Context: an optimization exercise on an open-source flow, tuned for small area. The choices shown serve that exercise and are no tape-out recipe. Function was checked by simulation only, so behaviour that the tests miss may differ from the original. Power is estimated from default activity; no workload was simulated.

run 1:
==> flow/design.v <==
module Simple_Single_CPU
(
    clk_i,
    rst_n,
    imem_addr_o,
    imem_rdata_i,
    dmem_addr_o,
    dmem_wdata_o,
    dmem_we_o,
    dmem_re_o,
    dmem_rdata_i
);
    input           clk_i;
    input           rst_n;
    output [32-1:0] imem_addr_o;
    input  [32-1:0] imem_rdata_i;
    output [32-1:0] dmem_addr_o;
    output [32-1:0] dmem_wdata_o;
    output          dmem_we_o;
    output          dmem_re_o;
    input  [32-1:0] dmem_rdata_i;
    reg  [2:0] ph;       
    reg        init;     
    reg        pass2;    
    reg        flag;     
    reg        cm;       
    reg        cp;       
    reg [31:0] pc;
    reg [31:0] A;        
    reg [31:0] W;        
    wire p0   = (ph == 3'd0);
    wire last = (ph == 3'd7);
    wire [31:0] I  = imem_rdata_i;
    wire [4:0]  op = I[6:2];
    wire [2:0]  f3 = I[14:12];
    wire is_load  = (op == 5'b00000);
    wire is_opimm = (op == 5'b00100);
    wire is_auipc = (op == 5'b00101);
    wire is_store = (op == 5'b01000);
    wire is_op    = (op == 5'b01100);
    wire is_br    = (op == 5'b11000);
    wire is_jalr  = (op == 5'b11001);
    wire is_jal   = (op == 5'b11011);
    wire is_alu   = is_op | is_opimm;
    wire is_slt   = is_alu & (f3 == 3'b010);
    wire two_pass = is_load | is_store | is_br | is_slt;
    wire fin      = init | pass2 | ~two_pass;    
    reg [31:0] imm;
    always @(*) begin
        case (op)
            5'b01000: imm = {{20{I[31]}}, I[31:25], I[11:7]};
            5'b11000: imm = {{20{I[31]}}, I[7], I[30:25], I[11:8], 1'b0};
            5'b11011: imm = {{12{I[31]}}, I[19:12], I[20], I[30:21], 1'b0};
            5'b00101: imm = {I[31:12], 12'd0};
            default:  imm = {{20{I[31]}}, I[31:20]};
        endcase
    end
    wire [3:0] imm_d = imm[{ph, 2'b00} +: 4];
    wire [3:0] pc_d  = pc[{ph, 2'b00} +: 4];
    wire [3:0] rdig [0:31];
    assign rdig[0] = 4'd0;
    wire [3:0] r1 = rdig[I[19:15]];
    wire [3:0] r2 = rdig[I[24:20]];
    wire       inv   = is_alu & (((f3 == 3'b000) & I[30]) | (f3 == 3'b010));
    wire [3:0] x     = (is_auipc | is_jal | is_br) ? pc_d : r1;
    wire [3:0] b     = is_op ? r2 : imm_d;
    wire [3:0] y     = b ^ {4{inv}};
    wire       cin   = p0 ? inv : cm;
    wire [4:0] msum  = {1'b0, x} + {1'b0, y} + {4'd0, cin};
    wire       lt    = (x[3] ^ b[3]) ? x[3] : msum[3];
    wire [4:0] psum  = {1'b0, pc_d} + {2'd0, p0, 2'd0} + {4'd0, cp & ~p0};
    reg  [3:0] alu_d;
    always @(*) begin
        case (f3)
            3'b000:  alu_d = msum[3:0];
            3'b110:  alu_d = r1 | b;
            default: alu_d = r1 & b;
        endcase
    end
    wire wr1 = ~pass2 & ((is_alu & ~is_slt) | is_auipc | is_jal | is_jalr);
    wire wr2 =  pass2 & (is_load | is_slt);
    wire wr  = ~init & (wr1 | wr2);
    reg  [3:0] wd;
    always @(*) begin
        if (init)
            wd = 4'd0;
        else if (pass2)
            wd = is_load ? (p0 ? dmem_rdata_i[3:0] : W[3:0]) : {3'd0, flag & p0};
        else if (is_jal | is_jalr)
            wd = psum[3:0];
        else if (is_auipc)
            wd = msum[3:0];
        else
            wd = alu_d;
    end
    wire [3:0] wd29 = init ? {(ph == 3'd1), 3'd0} : wd;
    wire [4:0] rd   = I[11:7];
    genvar g;
    generate
        for (g = 1; g < 32; g = g + 1) begin : R
            reg  [31:0] q;
            wire        wen = init | (wr & (rd == g));
            wire [3:0]  din = (g == 29) ? wd29 : wd;
            always @(posedge clk_i)
                q <= {wen ? din : q[3:0], q[31:4]};
            assign rdig[g] = q[3:0];
        end
    endgenerate
    wire       a_m  = (~pass2 & (is_load | is_store | is_jal | is_jalr)) | (pass2 & is_br & flag);
    wire [3:0] a_in = init ? 4'd0 : (a_m ? msum[3:0] : psum[3:0]);
    wire [31:0] a_next = {a_in, A[31:4]};
    wire cap = pass2 & p0;
    always @(posedge clk_i) begin
        A  <= a_next;
        W  <= cap ? {dmem_rdata_i[3:0], dmem_rdata_i[31:4]} : {r2, W[31:4]};
        cm <= msum[4];
        cp <= psum[4];
        if (last & fin)
            pc <= a_next;
        if (~pass2) begin
            if (is_slt)
                flag <= lt;
            else
                flag <= (p0 | flag) & (r1 == r2);
        end
    end
    always @(posedge clk_i or negedge rst_n) begin
        if (~rst_n) begin
            ph    <= 3'd0;
            init  <= 1'b1;
            pass2 <= 1'b0;
        end else begin
            ph <= ph + 3'd1;
            if (last) begin
                init  <= 1'b0;
                pass2 <= ~init & ~pass2 & two_pass;
            end
        end
    end
    assign imem_addr_o  = pc;
    assign dmem_addr_o  = A;
    assign dmem_wdata_o = W;
    assign dmem_we_o    = cap & is_store;
    assign dmem_re_o    = cap & is_load;
endmodule
clock: 20.0 ns
lec_check: 0
cap_margin: 20
core_margin: 2
core_utilization: 25
place_density: 0.45
slew_margin: 20
standard.sh (not shown) runs the stock make flow with config.mk's settings and CLKGATE_MAP_FILE= SYNTH_SCRIPT=/design/flow/synth_recipe.tcl, a recipe that flattens the netlist after the stock synthesis.
==> flow/flow/run.sh <==
#!/bin/bash
# The standard ORFS flow (standard.sh), with three changes:
#  - synthesis maps logic with an area-only ABC script (flow/abc_area.script:
#    strash; dch; map -a), everything else in synthesis as standard;
#  - the port buffers that global placement inserts are buf_1 cells;
#  - clock tree synthesis clusters up to 30 sinks within 100 um.
# Each ORFS step writes its own log under orfs/logs/; make's output goes to
# synth.log and flow.log in this folder.
set -euo pipefail
HERE=$(pwd)
# ORFS scripts, with only the ABC area script replaced
rm -rf scripts_abc
cp -r "$FLOW_HOME/scripts" scripts_abc
cp flow/abc_area.script scripts_abc/abc_area.script
bash standard.sh ABC_AREA=1 "SCRIPTS_DIR=$HERE/scripts_abc" synth > synth.log 2>&1
bash standard.sh \
  "BUFFER_PORTS_ARGS=-buffer_cell sky130_fd_sc_hd__buf_1" \
  "CTS_ARGS=-sink_clustering_enable -repair_clock_nets -sink_clustering_size 30 -sink_clustering_max_diameter 100 -buf_list {sky130_fd_sc_hd__clkbuf_16 sky130_fd_sc_hd__clkbuf_8 sky130_fd_sc_hd__clkbuf_4}" \
  finish > flow.log 2>&1
==> flow/flow/abc_area.script <==
strash
dch
map -a
topo
[inputs] run 2 vs run 1
Settings: swapping 0.45 for 0.7 in PLACE_DENSITY; swapping 25 for 55 in CORE_UTILIZATION.
--- a/flow/flow/run.sh
+++ b/flow/flow/run.sh
@@ -16,4 +16,4 @@
 bash standard.sh \
   "BUFFER_PORTS_ARGS=-buffer_cell sky130_fd_sc_hd__buf_1" \
-  "CTS_ARGS=-sink_clustering_enable -repair_clock_nets -sink_clustering_size 30 -sink_clustering_max_diameter 100 -buf_list {sky130_fd_sc_hd__clkbuf_16 sky130_fd_sc_hd__clkbuf_8 sky130_fd_sc_hd__clkbuf_4}" \
+  "CTS_ARGS=-sink_clustering_enable -repair_clock_nets -sink_clustering_size 18 -sink_clustering_max_diameter 60 -buf_list {sky130_fd_sc_hd__clkbuf_8}" \
   finish > flow.log 2>&1
Notes after the runs:
Delta(count of clock-buffer cells in the layout, run 2 - run 1) > 0
The critical path depth in run 2 sits 4.3% above the value recorded for run 1.
Net switching power figure shrinks slightly when moving from run 1 to run 2.
The inputs of run 3 differ from those of run 2 as listed below.
Settings: CTS_CLUSTER_SIZE now 34, previously not set; PLACE_DENSITY now 0.45, was 0.7; CTS_CLUSTER_DIAMETER now 100, previously not set; CORE_UTILIZATION now 25, was 55; CTS_BUF_LIST now sky130_fd_sc_hd__clkbuf_16 sky130_fd_sc_hd__clkbuf_8 sky130_fd_sc_hd__clkbuf_4, previously not set.
==> flow/run.sh (new file) <==
#!/bin/bash
# synth_recipe.tcl (not shown) runs the flow's synth.tcl, then flattens the netlist and writes it again
# the make line also repeats each setting of config.mk as NAME=value (left out here)
make -C /OpenROAD-flow-scripts/flow DESIGN_CONFIG=/design/flow/config.mk WORK_HOME=/design/flow/orfs CLKGATE_MAP_FILE= SYNTH_SCRIPT=/design/flow/synth_recipe.tcl finish
removed: flow/flow/run.sh
removed: flow/flow/abc_area.script
removed: flow/standard.sh
[summary]
- On chip height: between run 3 and run 2, it ends up lower for run 2.
- Run 3 | status: complete | timing, DRC, antenna: pass
- Looking at run 3 and run 2, the relative contribution of the clock network to total power is a wash.
- Run 3 ended up with imem_rdata_i[2] as its launching instance or port of the critical path; run 2 ended up with imem_rdata_i[3].
- Total wire length (run 3 over run 2): increase, 26%
- Compare run 3 and run 2 | delay of the slowest critical-path stage higher: run 3
- Going from run 2 to run 3, final cell count increased 29%, area overhead of the layout relative to synthesis up 5.1 points.
--- input diff run 3..run 4 ---
Settings: swapping sky130_fd_sc_hd__clkbuf_16 sky130_fd_sc_hd__clkbuf_8 sky130_fd_sc_hd__clkbuf_4 for sky130_fd_sc_hd__clkbuf_4 in CTS_BUF_LIST; clearing CTS_CLUSTER_DIAMETER, which used to be 100; clearing CTS_CLUSTER_SIZE, which used to be 34; putting ABC_AREA at 1 where nothing was set.
Notes after the runs:
- A launch point of the critical path of imem_rdata_i[3] is what run 4 shows, while imem_rdata_i[2] belongs to run 3.
- Compared with run 3, in run 4 global-route wire length before repair saw an increase, maximum achievable frequency saw an increase, count of buffering cells on the critical path with inverters included saw an increase, via total after detailed routing saw an increase.

[separate check: timing with driven ports]
No port has a modelled driver above. Below, the same layouts with a new extraction and two added sets of constraints. Step 1, drivers: a clkbuf_16 drives clk_i and a buf_2 each remaining input, both assumed. Step 2 moves the port delays by t, midway between the first and last clock arrival at a register: inputs arrive t later, outputs are due t later. That takes back most of the time a late clock gives input paths. a / b / c = ideal / step 1 / step 2; a / b = the first two.
run | t, ns | setup slack, ns | hold slack, ns | worst register clock-pin slew, ns
run 1 | 0.661 | 9.690 / 9.689 / 9.028 | 0.322 / 0.322 / 0.322 | 0.11 / 0.11
run 2 | 0.748 | 9.938 / 9.913 / 9.165 | 0.320 / 0.320 / 0.320 | 0.11 / 0.11
run 3 | 0.679 | 9.440 / 9.395 / 9.395 | 0.313 / 0.313 / 0.313 | 0.12 / 0.12
run 4 | 1.170 | 9.781 / 9.733 / 9.733 | 0.235 / 0.235 / 0.235 | 0.09 / 0.09
After both steps setup and hold are still met in every run listed. The setup slack of run 2, which loses most, moves by -0.025 ns with the drivers and by -0.773 ns with both steps.
